This is an optimization exercise on Yosys and OpenROAD, whose aim is small area and a short achievable clock period, not a production implementation. Only simulation tests tie the RTL to the original design; equivalence was not proved. No activity file was given, so power comes from the tool's default toggle rates.

File: config.mk
export PLATFORM = sky130hd
export DESIGN_NAME = MidSort3x3
export DESIGN_NICKNAME = MidSort3x3
export VERILOG_FILES = /design/flow/design.v
export SDC_FILE = /design/flow/constraint.sdc
export NUM_CORES = 4
export LEC_CHECK = 0
export CAP_MARGIN = 20
export CORE_MARGIN = 2
export CORE_UTILIZATION = 60
export CTS_BUF_LIST = sky130_fd_sc_hd__clkbuf_8
export GPL_TIMING_DRIVEN = 1
export SETUP_SLACK_MARGIN = 0.7
export SLEW_MARGIN = 20
File: constraint.sdc
create_clock -name core_clock -period 3.0 [get_ports {clk}]
set_input_delay 0.6000 -clock core_clock [delete_from_list [all_inputs] [get_ports {clk}]]
set_output_delay 0.6000 -clock core_clock [all_outputs]
set_load 0.01 [all_outputs]
File: design.v
module comparer2 #(
    parameter DATA_WIDTH = 8
)(clk,arstn,dinA,dinB,max,min);
input clk;
input arstn;
input [DATA_WIDTH-1:0]dinA;
input [DATA_WIDTH-1:0]dinB;
output [DATA_WIDTH-1:0]max;
output [DATA_WIDTH-1:0]min;
reg [DATA_WIDTH-1:0]max_reg;
reg [DATA_WIDTH-1:0]min_reg;
assign max = max_reg;
assign min = min_reg;
always@(posedge clk or negedge arstn)
    begin
        if(~arstn)
            begin
                max_reg <= 0;
                min_reg <= 0;
            end
        else
            begin
                if(dinA > dinB)
                    begin
                        max_reg <= dinA;
                        min_reg <= dinB;
                    end
                else
                    begin
                        max_reg <= dinB;
                        min_reg <= dinA;
                    end
            end
    end
endmodule
module comparer3 #(
    parameter DATA_WIDTH = 8
)(clk,arstn,dinA,dinB,dinC,max,mid,min);
input clk;
input arstn;
input [DATA_WIDTH-1:0]dinA;
input [DATA_WIDTH-1:0]dinB;
input [DATA_WIDTH-1:0]dinC;
output [DATA_WIDTH-1:0]max;
output [DATA_WIDTH-1:0]mid;
output [DATA_WIDTH-1:0]min;
reg [DATA_WIDTH-1:0]dinc_delay;
always@(posedge clk or negedge arstn)
    begin
        if(~arstn)
            dinc_delay <= 0;
        else
            dinc_delay <= dinC;
    end
wire [DATA_WIDTH-1:0]first_max;
wire [DATA_WIDTH-1:0]first_min;
reg [DATA_WIDTH-1:0]first_min_delay;
always@(posedge clk or negedge arstn)
    begin
        if(~arstn)
            first_min_delay <= 0;
        else
            first_min_delay <= first_min;
    end
comparer2 #(
    .DATA_WIDTH(DATA_WIDTH)
)Inst_compare2_first(
    .clk(clk),
    .arstn(arstn),
    .dinA(dinA),
    .dinB(dinB),
    .max(first_max),
    .min(first_min)
);
wire [DATA_WIDTH-1:0]second_max;
wire [DATA_WIDTH-1:0]second_min;
reg [DATA_WIDTH-1:0]max_reg;
always@(posedge clk or negedge arstn)
    begin
        if(~arstn)
            max_reg <= 0;
        else
            max_reg <= second_max;
    end
assign max = max_reg;
comparer2 #(
    .DATA_WIDTH(DATA_WIDTH)
)Inst_compare2_second(
    .clk(clk),
    .arstn(arstn),
    .dinA(dinc_delay),
    .dinB(first_max),
    .max(second_max),
    .min(second_min)
);
comparer2 #(
    .DATA_WIDTH(DATA_WIDTH)
)Inst_compare2_third(
    .clk(clk),
    .arstn(arstn),
    .dinA(second_min),
    .dinB(first_min_delay),
    .max(mid),
    .min(min)
);
endmodule
module MidSort3x3 #(
    parameter DATA_WIDTH = 8
)(clk,arstn,din00,din01,din02,din10,din11,din12,
    din20,din21,din22,din_valid,dout_data,dout_valid,out0,out1,out2,
    out3,out4,out5,out6,out7,out8);
input clk;
input arstn;
input din_valid;
input [DATA_WIDTH-1:0]din00;
input [DATA_WIDTH-1:0]din01;
input [DATA_WIDTH-1:0]din02;
input [DATA_WIDTH-1:0]din10;
input [DATA_WIDTH-1:0]din11;
input [DATA_WIDTH-1:0]din12;
input [DATA_WIDTH-1:0]din20;
input [DATA_WIDTH-1:0]din21;
input [DATA_WIDTH-1:0]din22;
output [DATA_WIDTH-1:0]dout_data;
output dout_valid;
output [DATA_WIDTH-1:0]out0;
output [DATA_WIDTH-1:0]out1;
output [DATA_WIDTH-1:0]out2;
output [DATA_WIDTH-1:0]out3;
output [DATA_WIDTH-1:0]out4;
output [DATA_WIDTH-1:0]out5;
output [DATA_WIDTH-1:0]out6;
output [DATA_WIDTH-1:0]out7;
output [DATA_WIDTH-1:0]out8;
localparam W = DATA_WIDTH;
function ge;
    input [W-1:0] a;
    input [W-1:0] b;
    reg [W-1:0] g, p;
    integer n, step;
    begin
        g = a & ~b;
        p = a | ~b;
        for (step = 1; step < W; step = step * 2)
            for (n = 0; n + step < W; n = n + 2 * step) begin
                g[n] = g[n + step] | (p[n + step] & g[n]);
                p[n] = p[n + step] & p[n];
            end
        ge = g[0] | p[0];
    end
endfunction
function [3*W-1:0] sort3;
    input [W-1:0] a;
    input [W-1:0] b;
    input [W-1:0] c;
    reg ab, ac, bc;
    reg [2:0] ra, rb, rc;   
    begin
        ab = ge(a, b);
        ac = ge(a, c);
        bc = ge(b, c);
        ra = {~ab & ~ac, ab ^ ac, ab & ac};
        rb = {ab & ~bc, ~(ab ^ bc), ~ab & bc};
        rc = {ac & bc, ac ^ bc, ~ac & ~bc};
        sort3 = {(a & {W{ra[0]}}) | (b & {W{rb[0]}}) | (c & {W{rc[0]}}),
                 (a & {W{ra[1]}}) | (b & {W{rb[1]}}) | (c & {W{rc[1]}}),
                 (a & {W{ra[2]}}) | (b & {W{rb[2]}}) | (c & {W{rc[2]}})};
    end
endfunction
wire [W-1:0] d [0:8];
assign d[0] = din00; assign d[1] = din01; assign d[2] = din02;
assign d[3] = din10; assign d[4] = din11; assign d[5] = din12;
assign d[6] = din20; assign d[7] = din21; assign d[8] = din22;
reg valid1, valid2, valid3;
always @(posedge clk or negedge arstn)
    if (~arstn) begin
        valid1 <= 1'b0;
        valid2 <= 1'b0;
        valid3 <= 1'b0;
    end else begin
        valid1 <= din_valid;
        valid2 <= valid1;
        valid3 <= valid2;
    end
assign dout_valid = valid3;
integer r, c, u, v, k;
reg [W-1:0] s1 [0:8];    
always @(posedge clk)
    for (r = 0; r < 3; r = r + 1)
        {s1[3*r], s1[3*r+1], s1[3*r+2]} <= ~sort3(d[3*r], d[3*r+1], d[3*r+2]);
reg [W-1:0] s2 [0:8];    
always @(posedge clk)
    for (c = 0; c < 3; c = c + 1)
        {s2[c], s2[3+c], s2[6+c]} <= sort3(~s1[c], ~s1[3+c], ~s1[6+c]);
reg [8:0] pos [0:8];     
reg [W-1:0] res [0:8];
always @(*) begin
    for (u = 0; u < 9; u = u + 1) begin
        pos[u] = 9'b1 << ((u/3 + 1) * (u%3 + 1) - 1);
        for (v = 0; v < 9; v = v + 1)
            if ((u/3 < v/3 && u%3 > v%3) || (u/3 > v/3 && u%3 < v%3))
                if (v < u ? ge(s2[v], s2[u]) : ~ge(s2[u], s2[v]))
                    pos[u] = {pos[u][7:0], 1'b0};
    end
    for (k = 0; k < 9; k = k + 1) begin
        res[k] = {W{1'b0}};
        for (u = 0; u < 9; u = u + 1)
            res[k] = res[k] | (s2[u] & {W{pos[u][k]}});
    end
end
reg [W-1:0] s3 [0:8];
always @(posedge clk)
    for (k = 0; k < 9; k = k + 1)
        s3[k] <= res[k];
assign out0 = s3[0];
assign out1 = s3[1];
assign out2 = s3[2];
assign out3 = s3[3];
assign out4 = s3[4];
assign out5 = s3[5];
assign out6 = s3[6];
assign out7 = s3[7];
assign out8 = s3[8];
assign dout_data = s3[4];
endmodule
File: flow/run.sh
#!/bin/bash
# Layout: the standard flow (standard.sh) with our own synthesis script
# (flow/my_synth.tcl: ABC maps with flow/abc_fast.script, a mapping for a
# 1.3 ns delay target with gate sizing, and no adder extraction) and buf_1 cells as the
# port buffers. Each ORFS step logs to orfs/logs/; make's output goes to
# standard.log.
set -euo pipefail
HERE=$(pwd)
export MY_NO_FA=1
export MY_ABC="log_cmd abc -script $HERE/flow/abc_fast.script {*}\$lib_args {*}\$lib_dont_use_args"
export BUFFER_PORTS_ARGS="-buffer_cell sky130_fd_sc_hd__buf_1"
bash standard.sh SYNTH_SCRIPT=$HERE/flow/my_synth.tcl finish > standard.log 2>&1
File: flow/abc_fast.script
strash; dch -f; map -D 1300; topo; buffer -p; upsize -D 1300; dnsize -D 1300; stime -p
File: flow/my_synth.tcl
# The standard synthesis (synth_recipe.tcl) with two changes to ORFS's synth.tcl:
# the combinational logic is mapped by the ABC command in MY_ABC (see run.sh)
# and, if MY_NO_FA is 1, no half/full adder cells are extracted.
# Registers, their names and cell types are as in the standard synthesis.
proc synth {args} { yosys synth -nofsm -noshare {*}$args }
set here [file dirname [file normalize [info script]]]
set f [open $::env(SCRIPTS_DIR)/synth.tcl r]; set src [read $f]; close $f
if {[info exists ::env(MY_NO_FA)] && $::env(MY_NO_FA)} {
  set src [string map {"extract_fa \{*\}\[dont_use_extract_fa_args\]" "# no extract_fa"} $src]
}
set src [string map [list {log_cmd abc {*}$abc_args} $::env(MY_ABC)] $src]
set f [open $here/synth_patched.tcl w]; puts $f $src; close $f
source $here/synth_patched.tcl
# left out here: clear keep_hierarchy, flatten, clean up, hide names made inside functions, write 1_2_yosys.v
File: standard.sh
#!/bin/bash
# synth_recipe.tcl (not shown) runs the flow's synth.tcl, then flattens the netlist and writes it again
# the make line also repeats each setting of config.mk as NAME=value (left out here)
make -C /OpenROAD-flow-scripts/flow DESIGN_CONFIG=/design/flow/config.mk WORK_HOME=/design/flow/orfs CLKGATE_MAP_FILE= SYNTH_SCRIPT=/design/flow/synth_recipe.tcl "${@:-finish}"
==> flow_summary_export.csv <==
group,metric,value,unit
status,outcome,"finished clean",
synth,synth_enable_flop_cells,0,
timing,hold_ws,0.1738,ns
critical_path,worstPathArrival,2.64,ns
power_and_ir_drop,intPower,0.009004,W
power_and_ir_drop,leakage,5.484,nW
cells_and_area,nFillCells,1511,
synth,synthDistinctLibCells,58,
critical_path,critPathMaxStageDelay,0.49,ns
cells_and_area,multi_input_area,5968,um2
grt,track_usage,34.85,%
route,wl,36100,um
route,drcViolationCount,0,
cells_and_area,layout.nets,1677,
clock_tree,clock_sinks,219,
critical_path,timing.rr.end,"s3[6][1]",
critical_path,r2r_slack,0.74,ns
timing,max_slew_margin,53.22,%
critical_path,worstReg2RegStart,"s2[6][3]",
timing,skew,0.02854,ns
timing,timing.final.crit_share,75.26,%
route,dr.first_iter.drc_count,1408,
synth,synth_top_area_share,39.35,%
synth,yosysWarnings,6,
route,viasPerCell,6.455,
timing,finalSetupViolCount,0,
synth,yosysMostFrequentCell,"nand2_1",
critical_path,critPathRequiredTime,3.38,ns
die,rows,49,
min_path,hold_end,"valid1",
min_path,hold_depth,1,
synth,synth_nets,1477,
clock_tree,clk_pin_slew,0.06,ns
synth,syn_area,10990,um2
place,dp_hpwl,26720,um
grt,grt_pass1_wl,54630,um
timing,hold_viol,0,
clock_tree,worstSkewPairLatency,0.53,ns
cells_and_area,diodes,0,
critical_path,path_delay_family,"compound AO/OA/AOI/OAI gates",
synth,ys_top_cells_by_area,"dfxtp_1, o22ai_1, o221ai_1",
clock_tree,htreeDepth,2,
min_path,hp-class,"in2reg",
critical_path,cp_max_fo,9,
synth,async_flop_share,1.370,%
power_and_ir_drop,clockPowerShare,14.1,%
clock_tree,cts_root_buf,"clkbuf_8",
synth,syn_avg_cell_area,7.838,um2
critical_path,critPathCaptureType,"register",
synth,synth_seq_cells,219,
grt,grt_pass1_vias,10527,
grt,overflow,0,
place,numPortBuffers,155,
timing,fmax,442.9,MHz
timing,slew_violations,0,
synth,synthCells,1402,
power_and_ir_drop,power_density,1349,nW/um2
power_and_ir_drop,power_switching,0.008545,W
synth,synth_common_cells,"nand2_1, dfxtp_1, inv_1",
die,die_w,139.3,um
synth,synth_top_flop_cell,"dfxtp_1",
cells_and_area,area_growth_syn_to_layout,18.39,%
clock_tree,numCtsBuffers,34,
power_and_ir_drop,swShare,48.69,%
critical_path,path_cells,"inv_2, o22ai_1, nand2_1, a311oi_2, o21ai_2, nor2_1, inv_2, and2_2, nand2_1, o211ai_1",
critical_path,path_class,"reg2reg",
critical_path,path_buf_inv,2,
clock_tree,cts_max_path_buffers,3,
route,vias,11974,
timing,tightest_slew,0.7010,ns
die,ios,156,
die,die_area,19410,um2
grt,grt_start_max_net_pins,17,
cells_and_area,ff_latch_area,4439,um2
timing,fin_setup_tns,0,ns
power_and_ir_drop,p_comb_share,54.8,%
route,routedWlPerCell,19.46,um
flow_run,maxCapViolCount,0,
die,initial_utilization,61.18,%
clock_tree,cts_tree,"done",
die,fp.dieH,139.3,um
synth,synth_area_leader_cell,"dfxtp_1",
critical_path,slowest_stage,"dfxtp_2",
grt,antenna_found_initial,0,
cells_and_area,drive_above_1_share,15.56,%
route,final_antenna_net_count,0,
route,detail_route.first_pass.iterations,6,
power_and_ir_drop,ir_drop,1103,uV
critical_path,reg2reg_depth,10,
min_path,min-delay-start,"din_valid",
critical_path,crit_path_start_kind,"register",
timing,rsz0062_at_grt,"yes",
power_and_ir_drop,seqPwrFrac,31.1,%
timing,fin_crit,2.258,ns
place,place_congestion,1.010,
die,coreArea,17960,um2
synth,yosysSeqAreaShare,40.03,%
stage by stage:
step	setup WS [ns]	std cells	utilization, %	power, W	cell area [um2]
floorplan	0.9731	1402	-	0.01136	10990
global placement	0.3472	1784	66.05	0.01386	11870
detailed placement	0.2996	1784	66.05	0.01396	11870
CTS	0.7016	1845	70.04	0.01647	12580
global route	0.5685	1855	72.42	0.01851	13010
finish	0.7423	1855	72.42	0.01755	13010
routing by layer:
layer  part of all wire, %  vias up  GRT usage (%)  routed length [um]
met5                     0        -              0                   0
met4                   5.5        0          19.46                1971
met3                   9.7      151          6.056                3499
met2                    47      826          56.40               16870
met1                    38     5421          44.24               13760
li1                      -     5576              -                   -
timing repair:
item                                    in CTS  in global routing
endpoints found under the setup margin      52                114
endpoints found under the hold margin        3                  0
cloned                                       0                  0
hold buffers                                 1                  0
gates resized for setup                     14                 88
pin swaps                                    0                  6
setup buffers                                0                 10
layout make-up:
type                    instances  area share [%]
clock buffers                  43           4.549
clock inverters                17          0.7309
inverters                     208           6.242
multi-input cells             953           45.87
flip-flops and latches        219           34.12
well taps                     229           2.202
repair buffers                186           6.280
sequential cells by signal (all words and copies together), names as in the netlist:
name,count
s1,72
s2,72
s3,72
valid1,1
valid2,1
valid3,1
kinds of logic after synthesis:
kind of cell              after synthesis  share of synthesized area [%]
AOI/OAI and AO/OA                     531                          34.26
and+or+nand+nor                       409                          15.81
buffers and inverters                 230                          8.653
DFF                                   219                          40.03
xor gates and xnor gates               13                          1.241
power groups by stage:
stage	registers [W]	clock network, W	logic (W)
2_1_floorplan	0.00521	0	0.00614
5_1_grt	0.00551	0.00262	0.0104
6_report	0.00546	0.00247	0.00961
3_5_place_dp	0.00537	0	0.00859
4_1_cts	0.00533	0.00250	0.00864
3_3_place_gp	0.00534	0	0.00852
layout by cell type (no fill, tap or decap), drive strengths merged, types with 3 or more instances in the layout:
cell     instances
a31oi           11
nand3           64
o22ai          138
dfxtp          216
inv            218
a22oi           60
or2              7
xnor2            4
o21ai           52
nor2            99
a221oi          26
clkinv           4
o211ai          17
buf            185
nand2          226
nor3             6
nor2b            3
a21oi          103
o221ai         100
and2             4
o2111ai          8
clkbuf          43
xor2             9
a41oi            8
dfrtp            3
how the worst max path moves through the flow:
stage	from	endpoint	slack (ns)	cells after the start
6_report	s2[6][3]	s3[6][1]	0.74	10
5_1_grt	s2[2][4]	s3[5][7]	0.57	11
4_1_cts	s2[6][7]	s3[2][1]	0.70	12
3_5_place_dp	din12[1]	s1[4][7]	0.30	11
3_3_place_gp	din12[1]	s1[4][6]	0.35	11
2_1_floorplan	din01[1]	s1[1][5]	0.97	10

re-timing with driven ports:
The results above use ideal ports. As a check the final layout listed here was re-extracted and re-timed, cells and wires unchanged. Step 1: set_driving_cell puts a clkbuf_16 on clk and a buf_2 on each other input, an assumption about the parent block. Step 2 adds t to the input delays and takes it off the output delays; t is the mean of the earliest and latest rising clock arrival at the registers after step 1. Input paths then give back, and output paths get back, about the clock's delay inside the block. Three values: ideal ports, drivers, drivers and shift; two values: the first two.
t, ns: 0.561
setup slack, ns: 0.742 / 0.742 / 0.272
clock arrival spread, ns: 0.029 / 0.029
After both steps setup and hold are still met in this run. The setup slack of this run moves by 0.000 ns with the drivers and by -0.470 ns with both steps.
